From an optimization exercise on the open Yosys and OpenROAD flow, aimed at small area, a short achievable clock period and few clock cycles; shortcuts taken in it are not production practice. For this run, only the layout was checked, not whether the RTL still works. Power and IR drop assume default switching activity.

**design/flow/design.v**
```verilog
`timescale 1ns/1ns
module full_adder #(parameter n = 8)
					(input [n-1:0] a, b,
					input c,
					output reg carry,
					output reg [n-1:0] sum);
  always@(*)
	{carry, sum} = a+b+c;
endmodule
`timescale 1ns/1ns
module register #(parameter n = 8)
						(input clk, rst, enable,
						input [n-1:0] reg_in,
						output reg [n-1:0] reg_out);
	always @(posedge clk) begin
		if (rst)
			reg_out <= 0;
		else if (enable)
			reg_out <= reg_in;	
	end
endmodule
`timescale 1ns/1ns
module shift_register #(parameter n = 8)
						(input clk, rst, enable, load,
						input  ser_in,
						input [n-1:0] par_in,
						output reg [n-1:0] par_out);
	always @(posedge clk) begin
		if (rst)
			par_out <= 0;
		else if (load)
			par_out <= par_in;	
		else if (enable) begin
			par_out <= {ser_in, par_out[n-1:1]};
		end	
	end
endmodule
`timescale 1ns/1ns
module mux2to1 #(parameter width = 8) 
				(input [width-1:0] a,b,
				 input sel,
				 output reg [width-1:0] out);
	always @(*) begin
		case (sel)
			0: out = a;
			1: out = b;
			default: out = {width{1'b0}};
		endcase	
	end
endmodule
`timescale 1ns/1ns
module datapath #(parameter n = 8)
				(input rst, clk,
				input reg_b_enable, reg_a_enable, reg_p_enable, reg_a_load, sel_mux_reg_b_zero,
				input sel_p_reg,
				input [n-1:0] a, b,
				output a_lsb,
				output [2*n-1:0] mul_out);
	wire [n-1:0] b_to_mux, mux_to_adder, adder_sum, mux_to_p_out, reg_p_out;
	wire adder_cout;
	register #(n) reg_partial_out (.clk(clk), .enable(reg_p_enable), .rst (rst), .reg_in(mux_to_p_out), .reg_out(reg_p_out));
	shift_register #(n) reg_a (.clk(clk), .rst (rst), .enable(reg_a_enable), .load (reg_a_load), .ser_in (adder_sum[0]), .par_in (a), .par_out(mul_out[n-1:0]));
	register #(n) reg_b (.clk(clk), .rst (rst), .enable(reg_b_enable), .reg_in(b), .reg_out(b_to_mux));			
	full_adder #(n) fa (.a(reg_p_out), .b(mux_to_adder), .c(1'b0), .carry(adder_cout), .sum(adder_sum));
	mux2to1 #(n) mux_to_reg_p (.a({n{1'b0}}), .b({adder_cout,adder_sum[n-1:1]}), .sel(sel_p_reg), .out(mux_to_p_out));  
	mux2to1 #(n) mux_reg_b_zero (.a({n{1'b0}}), .b(b_to_mux), .sel(sel_mux_reg_b_zero), .out(mux_to_adder));  
	assign a_lsb = (mul_out[0] == 1);  
	assign mul_out[2*n-1:n] = reg_p_out;
endmodule				
`timescale 1ns/1ns
module controller #(parameter m = 3)  
					(input start, clk, rst, a_lsb,
					output reg reg_b_enable, reg_a_enable, reg_p_enable, sel_p_reg, reg_a_load, sel_mux_reg_b_zero,
					output reg valid);
	parameter [1:0] reset = 0, load = 1, addshift = 2, done = 3;
	reg [1:0] current_state, next_state;
	reg count_en;
	reg [m-1:0] count;
	always @(current_state, start, count) begin :combinational
		case (current_state) 
			reset: begin
				if (start == 1) next_state = load;
				else next_state = reset;
			end	
			load: begin
				if (start == 0) next_state = addshift;
				else next_state = load;
			end				
			addshift: begin
				if ( count == {m{1'b1}}) next_state = done;
				else next_state = addshift;
			end	
			done: begin
				next_state = reset;
			end	
			default: next_state = reset;
		endcase
	end
	always @(current_state, a_lsb) begin :combinational_controlling_signals
		count_en = 0;
		reg_b_enable = 0;
		reg_a_enable = 0;
		reg_p_enable = 0;
		sel_p_reg = 0;
		reg_a_load = 0;
		sel_mux_reg_b_zero = 0;
		valid = 0;
		case (current_state) 
			reset: begin
				count_en = 0;
				reg_b_enable = 0;
				reg_a_enable = 0;
				reg_p_enable = 1;
				sel_p_reg = 0;
				reg_a_load = 0;
				sel_mux_reg_b_zero = 0;
				valid = 0;
			end	
			load: begin
				reg_a_load = 1;
				reg_b_enable =1;
			end				
			addshift: begin
				if (a_lsb == 0) begin
					reg_a_enable = 1;
					sel_mux_reg_b_zero = 0;  
					reg_p_enable = 1;
				end	
				else begin
					reg_a_enable = 1;
					sel_mux_reg_b_zero = 1;  
					reg_p_enable = 1;
				end	
				count_en = 1;
				sel_p_reg = 1;
			end	
			done: begin
				valid = 1;
			end	
			default: begin
				count_en = 0;
				reg_b_enable = 0;
				reg_a_enable = 0;
				reg_p_enable = 0;
				sel_p_reg = 0;
				reg_a_load = 0;
				sel_mux_reg_b_zero = 0;
				valid = 0;
			end
		endcase
	end
	always @(posedge clk) begin :sequential
		if (rst)
			current_state <= reset;
		else
			current_state <= next_state;
	end	
	always @(posedge clk) begin :counter_seq
		if (rst) begin
			count <= 0;
		end	
		else if (count_en == 1)
			count <= count + 1;
	end
endmodule
`timescale 1ns/1ns
module seq_mult #(parameter n = 32)
				(input start, rst, clk,
				input [n-1:0] a, b,
				output valid,
				output [2*n-1:0] result);
	reg [31:0] breg;
	reg [34:0] hs, hc;
	reg [7:0] sl, cl;
	reg [23:0] l;
	reg        lb, ngd;
	reg [3:0] p1, p2, n1, n2;    
	reg [1:0]  cnt;
	reg        run, vld;
	wire [3:0] ng = n1 | n2;
	wire [33:0] pp0 = {~ng[0], ({33{p1[0]}} & {1'b0, breg}) | ({33{p2[0]}} & {breg, 1'b0}) | ({33{n1[0]}} & ~{1'b0, breg}) | ({33{n2[0]}} & ~{breg, 1'b0})};
	wire [33:0] pp1 = {~ng[1], ({33{p1[1]}} & {1'b0, breg}) | ({33{p2[1]}} & {breg, 1'b0}) | ({33{n1[1]}} & ~{1'b0, breg}) | ({33{n2[1]}} & ~{breg, 1'b0})};
	wire [33:0] pp2 = {~ng[2], ({33{p1[2]}} & {1'b0, breg}) | ({33{p2[2]}} & {breg, 1'b0}) | ({33{n1[2]}} & ~{1'b0, breg}) | ({33{n2[2]}} & ~{breg, 1'b0})};
	wire [33:0] pp3 = {~ng[3], ({33{p1[3]}} & {1'b0, breg}) | ({33{p2[3]}} & {breg, 1'b0}) | ({33{n1[3]}} & ~{1'b0, breg}) | ({33{n2[3]}} & ~{breg, 1'b0})};
	wire s1, c2;
	wire s3, c4;
	wire s5, c6;
	wire s7, c8;
	wire s9, c10;
	wire s11, c12;
	wire s13, c14;
	wire s15, c16;
	wire s17, c18;
	wire s19, c20;
	wire s21, c22;
	wire s23, c24;
	wire s25, c26;
	wire s27, c28;
	wire s29, c30;
	wire s31, c32;
	wire s33, c34;
	wire s35, c36;
	wire s37, c38;
	wire s39, c40;
	wire s41, c42;
	wire s43, c44;
	wire s45, c46;
	wire s47, c48;
	wire s49, c50;
	wire s51, c52;
	wire s53, c54;
	wire s55, c56;
	wire s57, c58;
	wire s59, c60;
	wire s61, c62;
	wire s63, c64;
	wire s65, c66;
	wire s67, c68;
	wire s69, c70;
	wire s71, c72;
	wire s73, c74;
	wire s75, c76;
	wire s77, c78;
	wire s79, c80;
	wire s81, c82;
	wire s83, c84;
	wire s85, c86;
	wire s87, c88;
	wire s89, c90;
	wire s91, c92;
	wire s93, c94;
	wire s95, c96;
	wire s97, c98;
	wire s99, c100;
	wire s101, c102;
	wire s103, c104;
	wire s105, c106;
	wire s107, c108;
	wire s109, c110;
	wire s111, c112;
	wire s113, c114;
	wire s115, c116;
	wire s117, c118;
	wire s119, c120;
	wire s121, c122;
	wire s123, c124;
	wire s125, c126;
	wire s127, c128;
	wire s129, c130;
	wire s131, c132;
	wire s133, c134;
	wire s135, c136;
	wire s137, c138;
	wire s139, c140;
	wire s141, c142;
	wire s143, c144;
	wire s145, c146;
	wire s147, c148;
	wire s149, c150;
	wire s151, c152;
	wire s153, c154;
	wire s155, c156;
	wire s157, c158;
	wire s159, c160;
	wire s161, c162;
	wire s163, c164;
	wire s165, c166;
	wire s167, c168;
	wire s169, c170;
	wire s171, c172;
	wire s173, c174;
	wire s175, c176;
	wire s177, c178;
	wire s179, c180;
	wire s181, c182;
	wire s183, c184;
	wire s185, c186;
	wire s187, c188;
	wire s189, c190;
	wire s191, c192;
	wire s193, c194;
	wire s195, c196;
	wire s197, c198;
	wire s199, c200;
	wire s201, c202;
	wire s203, c204;
	wire s205, c206;
	wire s207, c208;
	wire s209, c210;
	wire s211, c212;
	wire s213, c214;
	wire s215, c216;
	wire s217, c218;
	wire s219, c220;
	wire s221, c222;
	wire s223, c224;
	wire s225, c226;
	wire s227, c228;
	wire s229, c230;
	wire s231, c232;
	wire s233, c234;
	wire s235, c236;
	wire s237, c238;
	wire s239, c240;
	wire s241, c242;
	wire s243, c244;
	wire s245, c246;
	wire s247, c248;
	wire s249, c250;
	wire s251, c252;
	wire s253, c254;
	wire s255, c256;
	wire s257, c258;
	wire s259, c260;
	wire s261, c262;
	wire s263, c264;
	wire s265, c266;
	wire s267, c268;
	wire s269, c270;
	wire s271, c272;
	wire s273, c274;
	wire s275, c276;
	wire s277, c278;
	wire s279, c280;
	wire s281, c282;
	wire s283, c284;
	assign s1 = hs[4] ^ hc[4];
	assign c2 = hs[4] & hc[4];
	assign s3 = hs[5] ^ hc[5];
	assign c4 = hs[5] & hc[5];
	assign s5 = hs[6] ^ hc[6] ^ pp0[4];
	assign c6 = (hs[6] & hc[6]) | (hs[6] & pp0[4]) | (hc[6] & pp0[4]);
	assign s7 = pp1[2] ^ pp2[0];
	assign c8 = pp1[2] & pp2[0];
	assign s9 = hs[7] ^ hc[7] ^ pp0[5];
	assign c10 = (hs[7] & hc[7]) | (hs[7] & pp0[5]) | (hc[7] & pp0[5]);
	assign s11 = pp1[3] ^ pp2[1];
	assign c12 = pp1[3] & pp2[1];
	assign s13 = hs[8] ^ hc[8] ^ pp0[6];
	assign c14 = (hs[8] & hc[8]) | (hs[8] & pp0[6]) | (hc[8] & pp0[6]);
	assign s15 = pp1[4] ^ pp2[2] ^ pp3[0];
	assign c16 = (pp1[4] & pp2[2]) | (pp1[4] & pp3[0]) | (pp2[2] & pp3[0]);
	assign s17 = hs[9] ^ hc[9] ^ pp0[7];
	assign c18 = (hs[9] & hc[9]) | (hs[9] & pp0[7]) | (hc[9] & pp0[7]);
	assign s19 = pp1[5] ^ pp2[3] ^ pp3[1];
	assign c20 = (pp1[5] & pp2[3]) | (pp1[5] & pp3[1]) | (pp2[3] & pp3[1]);
	assign s21 = hs[10] ^ hc[10] ^ pp0[8];
	assign c22 = (hs[10] & hc[10]) | (hs[10] & pp0[8]) | (hc[10] & pp0[8]);
	assign s23 = pp1[6] ^ pp2[4] ^ pp3[2];
	assign c24 = (pp1[6] & pp2[4]) | (pp1[6] & pp3[2]) | (pp2[4] & pp3[2]);
	assign s25 = hs[11] ^ hc[11] ^ pp0[9];
	assign c26 = (hs[11] & hc[11]) | (hs[11] & pp0[9]) | (hc[11] & pp0[9]);
	assign s27 = pp1[7] ^ pp2[5] ^ pp3[3];
	assign c28 = (pp1[7] & pp2[5]) | (pp1[7] & pp3[3]) | (pp2[5] & pp3[3]);
	assign s29 = hs[12] ^ hc[12] ^ pp0[10];
	assign c30 = (hs[12] & hc[12]) | (hs[12] & pp0[10]) | (hc[12] & pp0[10]);
	assign s31 = pp1[8] ^ pp2[6] ^ pp3[4];
	assign c32 = (pp1[8] & pp2[6]) | (pp1[8] & pp3[4]) | (pp2[6] & pp3[4]);
	assign s33 = hs[13] ^ hc[13] ^ pp0[11];
	assign c34 = (hs[13] & hc[13]) | (hs[13] & pp0[11]) | (hc[13] & pp0[11]);
	assign s35 = pp1[9] ^ pp2[7] ^ pp3[5];
	assign c36 = (pp1[9] & pp2[7]) | (pp1[9] & pp3[5]) | (pp2[7] & pp3[5]);
	assign s37 = hs[14] ^ hc[14] ^ pp0[12];
	assign c38 = (hs[14] & hc[14]) | (hs[14] & pp0[12]) | (hc[14] & pp0[12]);
	assign s39 = pp1[10] ^ pp2[8] ^ pp3[6];
	assign c40 = (pp1[10] & pp2[8]) | (pp1[10] & pp3[6]) | (pp2[8] & pp3[6]);
	assign s41 = hs[15] ^ hc[15] ^ pp0[13];
	assign c42 = (hs[15] & hc[15]) | (hs[15] & pp0[13]) | (hc[15] & pp0[13]);
	assign s43 = pp1[11] ^ pp2[9] ^ pp3[7];
	assign c44 = (pp1[11] & pp2[9]) | (pp1[11] & pp3[7]) | (pp2[9] & pp3[7]);
	assign s45 = hs[16] ^ hc[16] ^ pp0[14];
	assign c46 = (hs[16] & hc[16]) | (hs[16] & pp0[14]) | (hc[16] & pp0[14]);
	assign s47 = pp1[12] ^ pp2[10] ^ pp3[8];
	assign c48 = (pp1[12] & pp2[10]) | (pp1[12] & pp3[8]) | (pp2[10] & pp3[8]);
	assign s49 = hs[17] ^ hc[17] ^ pp0[15];
	assign c50 = (hs[17] & hc[17]) | (hs[17] & pp0[15]) | (hc[17] & pp0[15]);
	assign s51 = pp1[13] ^ pp2[11] ^ pp3[9];
	assign c52 = (pp1[13] & pp2[11]) | (pp1[13] & pp3[9]) | (pp2[11] & pp3[9]);
	assign s53 = hs[18] ^ hc[18] ^ pp0[16];
	assign c54 = (hs[18] & hc[18]) | (hs[18] & pp0[16]) | (hc[18] & pp0[16]);
	assign s55 = pp1[14] ^ pp2[12] ^ pp3[10];
	assign c56 = (pp1[14] & pp2[12]) | (pp1[14] & pp3[10]) | (pp2[12] & pp3[10]);
	assign s57 = hs[19] ^ hc[19] ^ pp0[17];
	assign c58 = (hs[19] & hc[19]) | (hs[19] & pp0[17]) | (hc[19] & pp0[17]);
	assign s59 = pp1[15] ^ pp2[13] ^ pp3[11];
	assign c60 = (pp1[15] & pp2[13]) | (pp1[15] & pp3[11]) | (pp2[13] & pp3[11]);
	assign s61 = hs[20] ^ hc[20] ^ pp0[18];
	assign c62 = (hs[20] & hc[20]) | (hs[20] & pp0[18]) | (hc[20] & pp0[18]);
	assign s63 = pp1[16] ^ pp2[14] ^ pp3[12];
	assign c64 = (pp1[16] & pp2[14]) | (pp1[16] & pp3[12]) | (pp2[14] & pp3[12]);
	assign s65 = hs[21] ^ hc[21] ^ pp0[19];
	assign c66 = (hs[21] & hc[21]) | (hs[21] & pp0[19]) | (hc[21] & pp0[19]);
	assign s67 = pp1[17] ^ pp2[15] ^ pp3[13];
	assign c68 = (pp1[17] & pp2[15]) | (pp1[17] & pp3[13]) | (pp2[15] & pp3[13]);
	assign s69 = hs[22] ^ hc[22] ^ pp0[20];
	assign c70 = (hs[22] & hc[22]) | (hs[22] & pp0[20]) | (hc[22] & pp0[20]);
	assign s71 = pp1[18] ^ pp2[16] ^ pp3[14];
	assign c72 = (pp1[18] & pp2[16]) | (pp1[18] & pp3[14]) | (pp2[16] & pp3[14]);
	assign s73 = hs[23] ^ hc[23] ^ pp0[21];
	assign c74 = (hs[23] & hc[23]) | (hs[23] & pp0[21]) | (hc[23] & pp0[21]);
	assign s75 = pp1[19] ^ pp2[17] ^ pp3[15];
	assign c76 = (pp1[19] & pp2[17]) | (pp1[19] & pp3[15]) | (pp2[17] & pp3[15]);
	assign s77 = hs[24] ^ hc[24] ^ pp0[22];
	assign c78 = (hs[24] & hc[24]) | (hs[24] & pp0[22]) | (hc[24] & pp0[22]);
	assign s79 = pp1[20] ^ pp2[18] ^ pp3[16];
	assign c80 = (pp1[20] & pp2[18]) | (pp1[20] & pp3[16]) | (pp2[18] & pp3[16]);
	assign s81 = hs[25] ^ hc[25] ^ pp0[23];
	assign c82 = (hs[25] & hc[25]) | (hs[25] & pp0[23]) | (hc[25] & pp0[23]);
	assign s83 = pp1[21] ^ pp2[19] ^ pp3[17];
	assign c84 = (pp1[21] & pp2[19]) | (pp1[21] & pp3[17]) | (pp2[19] & pp3[17]);
	assign s85 = hs[26] ^ hc[26] ^ pp0[24];
	assign c86 = (hs[26] & hc[26]) | (hs[26] & pp0[24]) | (hc[26] & pp0[24]);
	assign s87 = pp1[22] ^ pp2[20] ^ pp3[18];
	assign c88 = (pp1[22] & pp2[20]) | (pp1[22] & pp3[18]) | (pp2[20] & pp3[18]);
	assign s89 = hs[27] ^ hc[27] ^ pp0[25];
	assign c90 = (hs[27] & hc[27]) | (hs[27] & pp0[25]) | (hc[27] & pp0[25]);
	assign s91 = pp1[23] ^ pp2[21] ^ pp3[19];
	assign c92 = (pp1[23] & pp2[21]) | (pp1[23] & pp3[19]) | (pp2[21] & pp3[19]);
	assign s93 = hs[28] ^ hc[28] ^ pp0[26];
	assign c94 = (hs[28] & hc[28]) | (hs[28] & pp0[26]) | (hc[28] & pp0[26]);
	assign s95 = pp1[24] ^ pp2[22] ^ pp3[20];
	assign c96 = (pp1[24] & pp2[22]) | (pp1[24] & pp3[20]) | (pp2[22] & pp3[20]);
	assign s97 = hs[29] ^ hc[29] ^ pp0[27];
	assign c98 = (hs[29] & hc[29]) | (hs[29] & pp0[27]) | (hc[29] & pp0[27]);
	assign s99 = pp1[25] ^ pp2[23] ^ pp3[21];
	assign c100 = (pp1[25] & pp2[23]) | (pp1[25] & pp3[21]) | (pp2[23] & pp3[21]);
	assign s101 = hs[30] ^ hc[30] ^ pp0[28];
	assign c102 = (hs[30] & hc[30]) | (hs[30] & pp0[28]) | (hc[30] & pp0[28]);
	assign s103 = pp1[26] ^ pp2[24] ^ pp3[22];
	assign c104 = (pp1[26] & pp2[24]) | (pp1[26] & pp3[22]) | (pp2[24] & pp3[22]);
	assign s105 = hs[31] ^ hc[31] ^ pp0[29];
	assign c106 = (hs[31] & hc[31]) | (hs[31] & pp0[29]) | (hc[31] & pp0[29]);
	assign s107 = pp1[27] ^ pp2[25] ^ pp3[23];
	assign c108 = (pp1[27] & pp2[25]) | (pp1[27] & pp3[23]) | (pp2[25] & pp3[23]);
	assign s109 = hs[32] ^ hc[32] ^ pp0[30];
	assign c110 = (hs[32] & hc[32]) | (hs[32] & pp0[30]) | (hc[32] & pp0[30]);
	assign s111 = pp1[28] ^ pp2[26] ^ pp3[24];
	assign c112 = (pp1[28] & pp2[26]) | (pp1[28] & pp3[24]) | (pp2[26] & pp3[24]);
	assign s113 = hs[33] ^ hc[33] ^ pp0[31];
	assign c114 = (hs[33] & hc[33]) | (hs[33] & pp0[31]) | (hc[33] & pp0[31]);
	assign s115 = pp1[29] ^ pp2[27] ^ pp3[25];
	assign c116 = (pp1[29] & pp2[27]) | (pp1[29] & pp3[25]) | (pp2[27] & pp3[25]);
	assign s117 = ~hs[34] ^ hc[34] ^ pp0[32];
	assign c118 = (~hs[34] & hc[34]) | (~hs[34] & pp0[32]) | (hc[34] & pp0[32]);
	assign s119 = pp1[30] ^ pp2[28] ^ pp3[26];
	assign c120 = (pp1[30] & pp2[28]) | (pp1[30] & pp3[26]) | (pp2[28] & pp3[26]);
	assign s121 = hs[34] ^ pp0[33] ^ pp1[31];
	assign c122 = (hs[34] & pp0[33]) | (hs[34] & pp1[31]) | (pp0[33] & pp1[31]);
	assign s123 = pp2[29] ^ pp3[27];
	assign c124 = pp2[29] & pp3[27];
	assign s125 = pp1[32] ^ pp2[30] ^ pp3[28];
	assign c126 = (pp1[32] & pp2[30]) | (pp1[32] & pp3[28]) | (pp2[30] & pp3[28]);
	assign s127 = hs[0] ^ hc[0];
	assign c128 = hs[0] & hc[0];
	assign s129 = hs[2] ^ hc[2];
	assign c130 = hs[2] & hc[2];
	assign s131 = hs[3] ^ hc[3];
	assign c132 = hs[3] & hc[3];
	assign s133 = pp0[2] ^ pp1[0] ^ ng[1];
	assign c134 = (pp0[2] & pp1[0]) | (pp0[2] & ng[1]) | (pp1[0] & ng[1]);
	assign s135 = c2 ^ pp0[3] ^ pp1[1];
	assign c136 = (c2 & pp0[3]) | (c2 & pp1[1]) | (pp0[3] & pp1[1]);
	assign s137 = c4 ^ ng[2] ^ s5;
	assign c138 = (c4 & ng[2]) | (c4 & s5) | (ng[2] & s5);
	assign s139 = c6 ^ c8 ^ s9;
	assign c140 = (c6 & c8) | (c6 & s9) | (c8 & s9);
	assign s141 = c10 ^ c12 ^ s13;
	assign c142 = (c10 & c12) | (c10 & s13) | (c12 & s13);
	assign s143 = c14 ^ c16 ^ s17;
	assign c144 = (c14 & c16) | (c14 & s17) | (c16 & s17);
	assign s145 = c18 ^ c20 ^ s21;
	assign c146 = (c18 & c20) | (c18 & s21) | (c20 & s21);
	assign s147 = c22 ^ c24 ^ s25;
	assign c148 = (c22 & c24) | (c22 & s25) | (c24 & s25);
	assign s149 = c26 ^ c28 ^ s29;
	assign c150 = (c26 & c28) | (c26 & s29) | (c28 & s29);
	assign s151 = c30 ^ c32 ^ s33;
	assign c152 = (c30 & c32) | (c30 & s33) | (c32 & s33);
	assign s153 = c34 ^ c36 ^ s37;
	assign c154 = (c34 & c36) | (c34 & s37) | (c36 & s37);
	assign s155 = c38 ^ c40 ^ s41;
	assign c156 = (c38 & c40) | (c38 & s41) | (c40 & s41);
	assign s157 = c42 ^ c44 ^ s45;
	assign c158 = (c42 & c44) | (c42 & s45) | (c44 & s45);
	assign s159 = c46 ^ c48 ^ s49;
	assign c160 = (c46 & c48) | (c46 & s49) | (c48 & s49);
	assign s161 = c50 ^ c52 ^ s53;
	assign c162 = (c50 & c52) | (c50 & s53) | (c52 & s53);
	assign s163 = c54 ^ c56 ^ s57;
	assign c164 = (c54 & c56) | (c54 & s57) | (c56 & s57);
	assign s165 = c58 ^ c60 ^ s61;
	assign c166 = (c58 & c60) | (c58 & s61) | (c60 & s61);
	assign s167 = c62 ^ c64 ^ s65;
	assign c168 = (c62 & c64) | (c62 & s65) | (c64 & s65);
	assign s169 = c66 ^ c68 ^ s69;
	assign c170 = (c66 & c68) | (c66 & s69) | (c68 & s69);
	assign s171 = c70 ^ c72 ^ s73;
	assign c172 = (c70 & c72) | (c70 & s73) | (c72 & s73);
	assign s173 = c74 ^ c76 ^ s77;
	assign c174 = (c74 & c76) | (c74 & s77) | (c76 & s77);
	assign s175 = c78 ^ c80 ^ s81;
	assign c176 = (c78 & c80) | (c78 & s81) | (c80 & s81);
	assign s177 = c82 ^ c84 ^ s85;
	assign c178 = (c82 & c84) | (c82 & s85) | (c84 & s85);
	assign s179 = c86 ^ c88 ^ s89;
	assign c180 = (c86 & c88) | (c86 & s89) | (c88 & s89);
	assign s181 = c90 ^ c92 ^ s93;
	assign c182 = (c90 & c92) | (c90 & s93) | (c92 & s93);
	assign s183 = c94 ^ c96 ^ s97;
	assign c184 = (c94 & c96) | (c94 & s97) | (c96 & s97);
	assign s185 = c98 ^ c100 ^ s101;
	assign c186 = (c98 & c100) | (c98 & s101) | (c100 & s101);
	assign s187 = c102 ^ c104 ^ s105;
	assign c188 = (c102 & c104) | (c102 & s105) | (c104 & s105);
	assign s189 = c106 ^ c108 ^ s109;
	assign c190 = (c106 & c108) | (c106 & s109) | (c108 & s109);
	assign s191 = c110 ^ c112 ^ s113;
	assign c192 = (c110 & c112) | (c110 & s113) | (c112 & s113);
	assign s193 = c114 ^ c116 ^ s117;
	assign c194 = (c114 & c116) | (c114 & s117) | (c116 & s117);
	assign s195 = c118 ^ c120 ^ s121;
	assign c196 = (c118 & c120) | (c118 & s121) | (c120 & s121);
	assign s197 = c122 ^ c124 ^ 1'b1;
	assign c198 = (c122 & c124) | (c122 & 1'b1) | (c124 & 1'b1);
	assign s199 = c126 ^ pp1[33] ^ pp2[31];
	assign c200 = (c126 & pp1[33]) | (c126 & pp2[31]) | (pp1[33] & pp2[31]);
	assign s201 = pp2[32] ^ pp3[30];
	assign c202 = pp2[32] & pp3[30];
	assign s203 = ngd ^ cyn;
	assign c204 = ngd & cyn;
	assign s205 = c128 ^ hs[1] ^ hc[1];
	assign c206 = (c128 & hs[1]) | (c128 & hc[1]) | (hs[1] & hc[1]);
	assign s207 = pp0[0] ^ ng[0] ^ s129;
	assign c208 = (pp0[0] & ng[0]) | (pp0[0] & s129) | (ng[0] & s129);
	assign s209 = c130 ^ pp0[1] ^ s131;
	assign c210 = (c130 & pp0[1]) | (c130 & s131) | (pp0[1] & s131);
	assign s211 = c132 ^ s1 ^ s133;
	assign c212 = (c132 & s1) | (c132 & s133) | (s1 & s133);
	assign s213 = c134 ^ s3 ^ s135;
	assign c214 = (c134 & s3) | (c134 & s135) | (s3 & s135);
	assign s215 = c136 ^ s7 ^ s137;
	assign c216 = (c136 & s7) | (c136 & s137) | (s7 & s137);
	assign s217 = c138 ^ s11 ^ s139;
	assign c218 = (c138 & s11) | (c138 & s139) | (s11 & s139);
	assign s219 = c140 ^ s15 ^ s141;
	assign c220 = (c140 & s15) | (c140 & s141) | (s15 & s141);
	assign s221 = c142 ^ s19 ^ s143;
	assign c222 = (c142 & s19) | (c142 & s143) | (s19 & s143);
	assign s223 = c144 ^ s23 ^ s145;
	assign c224 = (c144 & s23) | (c144 & s145) | (s23 & s145);
	assign s225 = c146 ^ s27 ^ s147;
	assign c226 = (c146 & s27) | (c146 & s147) | (s27 & s147);
	assign s227 = c148 ^ s31 ^ s149;
	assign c228 = (c148 & s31) | (c148 & s149) | (s31 & s149);
	assign s229 = c150 ^ s35 ^ s151;
	assign c230 = (c150 & s35) | (c150 & s151) | (s35 & s151);
	assign s231 = c152 ^ s39 ^ s153;
	assign c232 = (c152 & s39) | (c152 & s153) | (s39 & s153);
	assign s233 = c154 ^ s43 ^ s155;
	assign c234 = (c154 & s43) | (c154 & s155) | (s43 & s155);
	assign s235 = c156 ^ s47 ^ s157;
	assign c236 = (c156 & s47) | (c156 & s157) | (s47 & s157);
	assign s237 = c158 ^ s51 ^ s159;
	assign c238 = (c158 & s51) | (c158 & s159) | (s51 & s159);
	assign s239 = c160 ^ s55 ^ s161;
	assign c240 = (c160 & s55) | (c160 & s161) | (s55 & s161);
	assign s241 = c162 ^ s59 ^ s163;
	assign c242 = (c162 & s59) | (c162 & s163) | (s59 & s163);
	assign s243 = c164 ^ s63 ^ s165;
	assign c244 = (c164 & s63) | (c164 & s165) | (s63 & s165);
	assign s245 = c166 ^ s67 ^ s167;
	assign c246 = (c166 & s67) | (c166 & s167) | (s67 & s167);
	assign s247 = c168 ^ s71 ^ s169;
	assign c248 = (c168 & s71) | (c168 & s169) | (s71 & s169);
	assign s249 = c170 ^ s75 ^ s171;
	assign c250 = (c170 & s75) | (c170 & s171) | (s75 & s171);
	assign s251 = c172 ^ s79 ^ s173;
	assign c252 = (c172 & s79) | (c172 & s173) | (s79 & s173);
	assign s253 = c174 ^ s83 ^ s175;
	assign c254 = (c174 & s83) | (c174 & s175) | (s83 & s175);
	assign s255 = c176 ^ s87 ^ s177;
	assign c256 = (c176 & s87) | (c176 & s177) | (s87 & s177);
	assign s257 = c178 ^ s91 ^ s179;
	assign c258 = (c178 & s91) | (c178 & s179) | (s91 & s179);
	assign s259 = c180 ^ s95 ^ s181;
	assign c260 = (c180 & s95) | (c180 & s181) | (s95 & s181);
	assign s261 = c182 ^ s99 ^ s183;
	assign c262 = (c182 & s99) | (c182 & s183) | (s99 & s183);
	assign s263 = c184 ^ s103 ^ s185;
	assign c264 = (c184 & s103) | (c184 & s185) | (s103 & s185);
	assign s265 = c186 ^ s107 ^ s187;
	assign c266 = (c186 & s107) | (c186 & s187) | (s107 & s187);
	assign s267 = c188 ^ s111 ^ s189;
	assign c268 = (c188 & s111) | (c188 & s189) | (s111 & s189);
	assign s269 = c190 ^ s115 ^ s191;
	assign c270 = (c190 & s115) | (c190 & s191) | (s115 & s191);
	assign s271 = c192 ^ s119 ^ s193;
	assign c272 = (c192 & s119) | (c192 & s193) | (s119 & s193);
	assign s273 = c194 ^ s123 ^ s195;
	assign c274 = (c194 & s123) | (c194 & s195) | (s123 & s195);
	assign s275 = c196 ^ s125 ^ s197;
	assign c276 = (c196 & s125) | (c196 & s197) | (s125 & s197);
	assign s277 = c198 ^ pp3[29] ^ s199;
	assign c278 = (c198 & pp3[29]) | (c198 & s199) | (pp3[29] & s199);
	assign s279 = c200 ^ 1'b1 ^ s201;
	assign c280 = (c200 & 1'b1) | (c200 & s201) | (1'b1 & s201);
	assign s281 = c202 ^ pp2[33] ^ pp3[31];
	assign c282 = (c202 & pp2[33]) | (c202 & pp3[31]) | (pp2[33] & pp3[31]);
	assign s283 = pp3[32] ^ 1'b1;
	assign c284 = pp3[32] & 1'b1;
	wire [42:0] sv = {1'b0, c284, c282, c280, c278, c276, c274, c272, c270, c268, c266, c264, c262, c260, c258, c256, c254, c252, c250, c248, c246, c244, c242, c240, c238, c236, c234, c232, c230, c228, c226, c224, c222, c220, c218, c216, c214, c212, c210, c208, c206, c204, s127};
	wire [42:0] cv = {1'b0, pp3[33], s283, s281, s279, s277, s275, s273, s271, s269, s267, s265, s263, s261, s259, s257, s255, s253, s251, s249, s247, s245, s243, s241, s239, s237, s235, s233, s231, s229, s227, s225, s223, s221, s219, s217, s215, s213, s211, s209, s207, s205, s203};
	wire [8:0] low = sl + cl;
	wire       cyn = low[8];
	function [15:0] sel;
		input [7:0] x;
		input y;
		integer k;
		reg [8:0] xy;
		reg x1, x0, p;
		begin
			xy = {x, y};
			for (k = 0; k < 4; k = k + 1) begin
				x1 = xy[2*k+2];
				x0 = xy[2*k+1];
				p  = xy[2*k];
				sel[k]       = ~x1 & (x0 ^ p);
				sel[4+k]   = ~x1 & x0 & p;
				sel[8+k] = x1 & (x0 ^ p);
				sel[12+k] = x1 & ~x0 & ~p;
			end
		end
	endfunction
	always @(posedge clk) begin
		if (start) begin
			breg <= b;
			hs   <= {1'b1, 2'b00, b & {32{a[0]}}};
			hc   <= {2'b00, b & {32{a[1]}}, 1'b0};
			sl   <= 8'd0;
			ngd  <= 1'b0;
			cl   <= 8'd0;
			{n2, n1, p2, p1} <= sel(a[9:2], 1'b0);
			lb   <= a[9];
			l    <= {10'd0, a[31:10]};
		end else begin
			hs   <= sv[42:8];
			hc   <= cv[42:8];
			sl   <= sv[7:0];
			ngd  <= ng[3];
			cl   <= cv[7:0];
			{n2, n1, p2, p1} <= sel(l[7:0], lb);
			lb   <= l[7];
			l    <= {low[7:0], l[23:8]};
		end
	end
	always @(posedge clk) begin
		if (rst) begin
			run <= 1'b0;
			vld <= 1'b0;
		end else begin
			vld <= 1'b0;
			if (start) begin
				run <= 1'b1;
				cnt <= 2'd0;
			end else if (run) begin
				cnt <= cnt + 1'b1;
				if (cnt == 2'd3) begin
					run <= 1'b0;
					vld <= 1'b1;
				end
			end
		end
	end
	wire [39:0] hsum = {hs[31:0], sl} + {hc[31:0], cl};
	assign valid  = vld;
	assign result = {hsum, l};
endmodule
```
**design/flow/flow/run.sh**
```bash
#!/bin/bash
# The standard layout, with the port buffers made of buf_1 cells
# instead of the default clkdlybuf4s50_1. The make output goes to make.log.
set -euo pipefail
bash standard.sh "BUFFER_PORTS_ARGS=-buffer_cell sky130_fd_sc_hd__buf_1" finish > make.log 2>&1
```
**design/flow/standard.sh**
```bash
#!/bin/bash
# synth_recipe.tcl (not shown) runs the flow's synth.tcl, then flattens the netlist and writes it again
# the make line also repeats each setting of config.mk as NAME=value (left out here)
make -C /OpenROAD-flow-scripts/flow DESIGN_CONFIG=/design/flow/config.mk WORK_HOME=/design/flow/orfs CLKGATE_MAP_FILE= SYNTH_SCRIPT=/design/flow/synth_recipe.tcl "${@:-finish}"
```
**design/flow/config.mk**
```make
export PLATFORM = sky130hd
export DESIGN_NAME = seq_mult
export DESIGN_NICKNAME = seq_mult
export VERILOG_FILES = /design/flow/design.v
export SDC_FILE = /design/flow/constraint.sdc
export NUM_CORES = 4
export LEC_CHECK = 0
export CAP_MARGIN = 20
export CORE_MARGIN = 2
export CORE_UTILIZATION = 40
export SLEW_MARGIN = 20
```
**design/flow/constraint.sdc**
```tcl
create_clock -name core_clock -period 5.0 [get_ports {clk}]
set_input_delay 1.0000 -clock core_clock [delete_from_list [all_inputs] [get_ports {clk}]]
set_output_delay 1.0000 -clock core_clock [all_outputs]
set_load 0.01 [all_outputs]
```
==> impl_metrics.ini <==
[outcome]
outcome = no timing/DRC/antenna violations

[routing]
routed_wl_mm = 40.5
post_drt_via_cell_ratio = 5.28
wl_per_cell_um = 19.3
via_count = 11100
drt_iter0_markers = 689
drtAntennaViolNets = 0
drtPass1Iterations = 5
drcViolationCount = 0

[sta]
period_needed_ns = 4.51
rsz0062_at_grt = no
skew_ns = 0.0103
hold_violations = 0
finalSetupTns_ns = 0
max_slew.worst_pin.slew_ns = 1.03
period_share_pct = 90.1
final.setup.worst_slack_ns = 0.493
finalSetupViolCount = 0
maxSlewHeadroom_pct = 31.5
fmax_ghz = 0.222
drv_slew = 0

[worst_setup_path]
end_kind = output port
worstSetupPathType = flop to output port
crit_path_start = sl[0]
crit_arrival_ns = 3.51
cp-start-kind = flop
cp.required_ns = 4.00
crit_fanout = 3
timing.rr.start = p2[0]

[placement]
dp.cells = 2071
dp_hpwl_mm = 30.9
gp_congestion = 0.896
placed_cell_area_um2 = 15000
dp_slack_ns = 1.02
io_buffers = 131

[power]
p_per_area_nw_per_um2 = 690
p_leak_uw = 0.00755
vdd_drop_max_mv = 0.276
switchingPower_uw = 5480
pwr-share-clk_pct = 12.4
p_comb_share_pct = 66.7
intPower_uw = 5310
pwr-share-seq_pct = 20.8
switching_share_pct = 50.8

[global_route]
grt_pass1_wl_mm = 63.0
grt_start_max_net_pins = 102
grt_pass1_vias = 11200
overflow = 0
antenna_found_initial = 0
grt_use_total_pct = 22.2

[yosys]
synthArstFlopShare_pct = 0
avgSynthCellArea_um2 = 9.01
syn_nets = 1831
synth_edf_count = 34
syn_area_um2 = 14300
netlist-cell-type-count = 69
synth.area.top_cells = fa_1 18%, dfxtp_1 18%, mux2i_1 16%
postSynthCellCount = 1585
synthFlopType = dfxtp_1
synth_top_cell_by_area = fa_1
yosysTopAreaCellShare_pct = 18.2
synth-seq-area-share_pct = 25.2
synth-seq-cells = 163
synth-warning-count = 1

[clocking]
cts_root_buf = clkbuf_16
cts_tree = built
post_cts_resized = 0
path_clk_slew_ns = 0.07
cts.sinks = 163
cts_buffers = 17
h-tree-depth = 4
clock_latency_ns = 0.45
cts_hold_buffers = 0
clockBufferDepth = 2
post_cts.repair.setup_buffers = 0

[floorplan]
die_area_um2 = 37200
core_um2 = 35400
dieHeight_um = 193
rows = 69
initial_core_util_pct = 40.4
die_w_um = 193
io_pins = 132

[cells_and_area]
diodes = 0
final_nets = 1875
area_growth_syn_to_layout_pct = 9.41
design_area_um2 = 15600
drive_gt1_share_pct = 6.27
instances_no_fill = 2103

[min_path]
min_from = l[13]
hold_path_class = flop to flop

[flow_run]
cap_violations = 0
## through the flow
step	utilization [%]	power [µW]	hold WS, ns
final	44.2	10800	0.487
after floorplan	-	6980	0.450
after CTS	44.2	10900	0.487
after detailed placement	42.5	9500	0.469
after global placement	42.5	9420	0.464
after global routing	44.2	11900	0.503
## final timing paths
kind           endpoint  slack, ns  cells after the start
max          result[46]       0.49                     10
min                l[5]       0.49                      1
max reg2reg      hc[21]       1.59                     10
min reg2reg        l[5]       0.49                      1
## Yosys cell counts, drive strengths merged, types with 4 or more instances
cell and count:
a211o 6, a211oi 16, a21o 12, a21oi 46
a31oi 9, and2 6, and3 5, buf 11
clkbuf 113, dfxtp 129, edfxtp 34, fa 130
ha 49, inv 235, mux2 31, mux2i 232
nand2 190, nand2b 5, nand3 44, nand4 8
nor2 36, nor2b 29, nor3 8, o21ai 93
o21bai 10, o22ai 4, o31ai 7, or2 4
xnor2 30, xor2 12
## placed cells by master (no fill, tap or decap), types with 7 or more instances in the layout
cell / Yosys / final
a21o_1: 11 / 11
nor2b_1: 29 / 29
edfxtp_1: 34 / 34
dfxtp_1: 129 / 127
buf_4: 0 / 17
inv_1: 235 / 235
xnor2_1: 30 / 30
buf_1: 8 / 130
nand2_1: 190 / 190
o21ai_0: 88 / 88
mux2_2: 31 / 31
nand3_1: 44 / 44
nor3_1: 7 / 7
o31ai_1: 7 / 7
a21oi_1: 45 / 45
a211oi_1: 14 / 14
nand4_1: 8 / 8
mux2i_1: 232 / 232
a31oi_1: 9 / 9
xor2_1: 12 / 12
o21bai_1: 10 / 10
clkbuf_16: 0 / 18
fa_1: 130 / 130
nor2_1: 35 / 35
ha_1: 49 / 49
## worst max-delay path: stages, from the launching register on
cell      delay, ns
dfxtp_1        0.31
ha_1           0.24
fa_1           0.41
a21o_2         0.26
a221oi_2       0.37
o211ai_1       0.19
a31oi_1        0.51
nand2_1        0.21
a31oi_1        0.24
xnor2_1        0.14
buf_1          0.17
## routing by layer
metal  up-vias  global-route usage [%]  part of all wire [%]
met3        54                    3.44                   4.7
met5         -                       0                     0
met4         0                    7.90                   2.8
met1      5453                    29.6                    45
met2       308                    36.7                    48
li1       5289                       -                     -
## area by class of cell
cell class | count | area, µm²
repair buffers | 149 | 643
clock buffers | 19 | 454
well taps | 461 | 577
multi-input cells | 1063 | 9330
fillers | 3559 | 19800
flip-flops and latches | 163 | 3610
clock inverters | 13 | 138
inverters | 235 | 882
## flip-flops by register name, indices dropped and copies added, names as in the netlist
name / flops
n1: 4
ngd: 1
cnt: 2
breg: 32
hs: 35
n2: 4
p2: 4
hc: 34
vld: 1
sl: 8
run: 1
lb: 1
l: 24
p1: 4
cl: 8
## logic make-up after synthesis
logic type / count (synthesis) / share of synthesized area [%]
AO/OA/AOI/OAI: 233 / 10.6
buffers and inverters: 359 / 9.47
AND/OR/NAND/NOR: 346 / 10.9
flip-flops: 163 / 25.2
XOR/XNOR: 42 / 2.58
adder cells (fa/ha/maj): 179 / 22.5
multiplexers: 263 / 18.7
## power groups by stage
stage / clock [µW] / sequential, µW / combinational (µW)
after floorplan: 0 / 2030 / 4950
after global placement: 0 / 2260 / 7160
after detailed placement: 0 / 2280 / 7220
after CTS: 1360 / 2250 / 7270
after global routing: 1400 / 2300 / 8200
final: 1340 / 2250 / 7200

afterwards: timing with drivers on the ports:
Ports are ideal in the flow. The routed layout listed here was re-timed in OpenROAD. Step 1 sets driving cells, clkbuf_16 on the clock port and buf_2 on the other inputs (assumed; they add their load-dependent delay and slew). Step 2 also shifts input and output timing later by t, the mid clock arrival at the registers, as if the neighbouring blocks saw the same clock. Three values: no drivers, after step 1, after step 2; two values: the first two.
t, ns: 0.495
setup WS [ns]: 0.493 / 0.443 / 0.938
slew at the worst register clock pin (ns): 0.07 / 0.07
After both steps setup and hold are still met in this run. For this run, drivers alone change the setup slack by -0.050 ns; drivers and shift together by +0.445 ns.
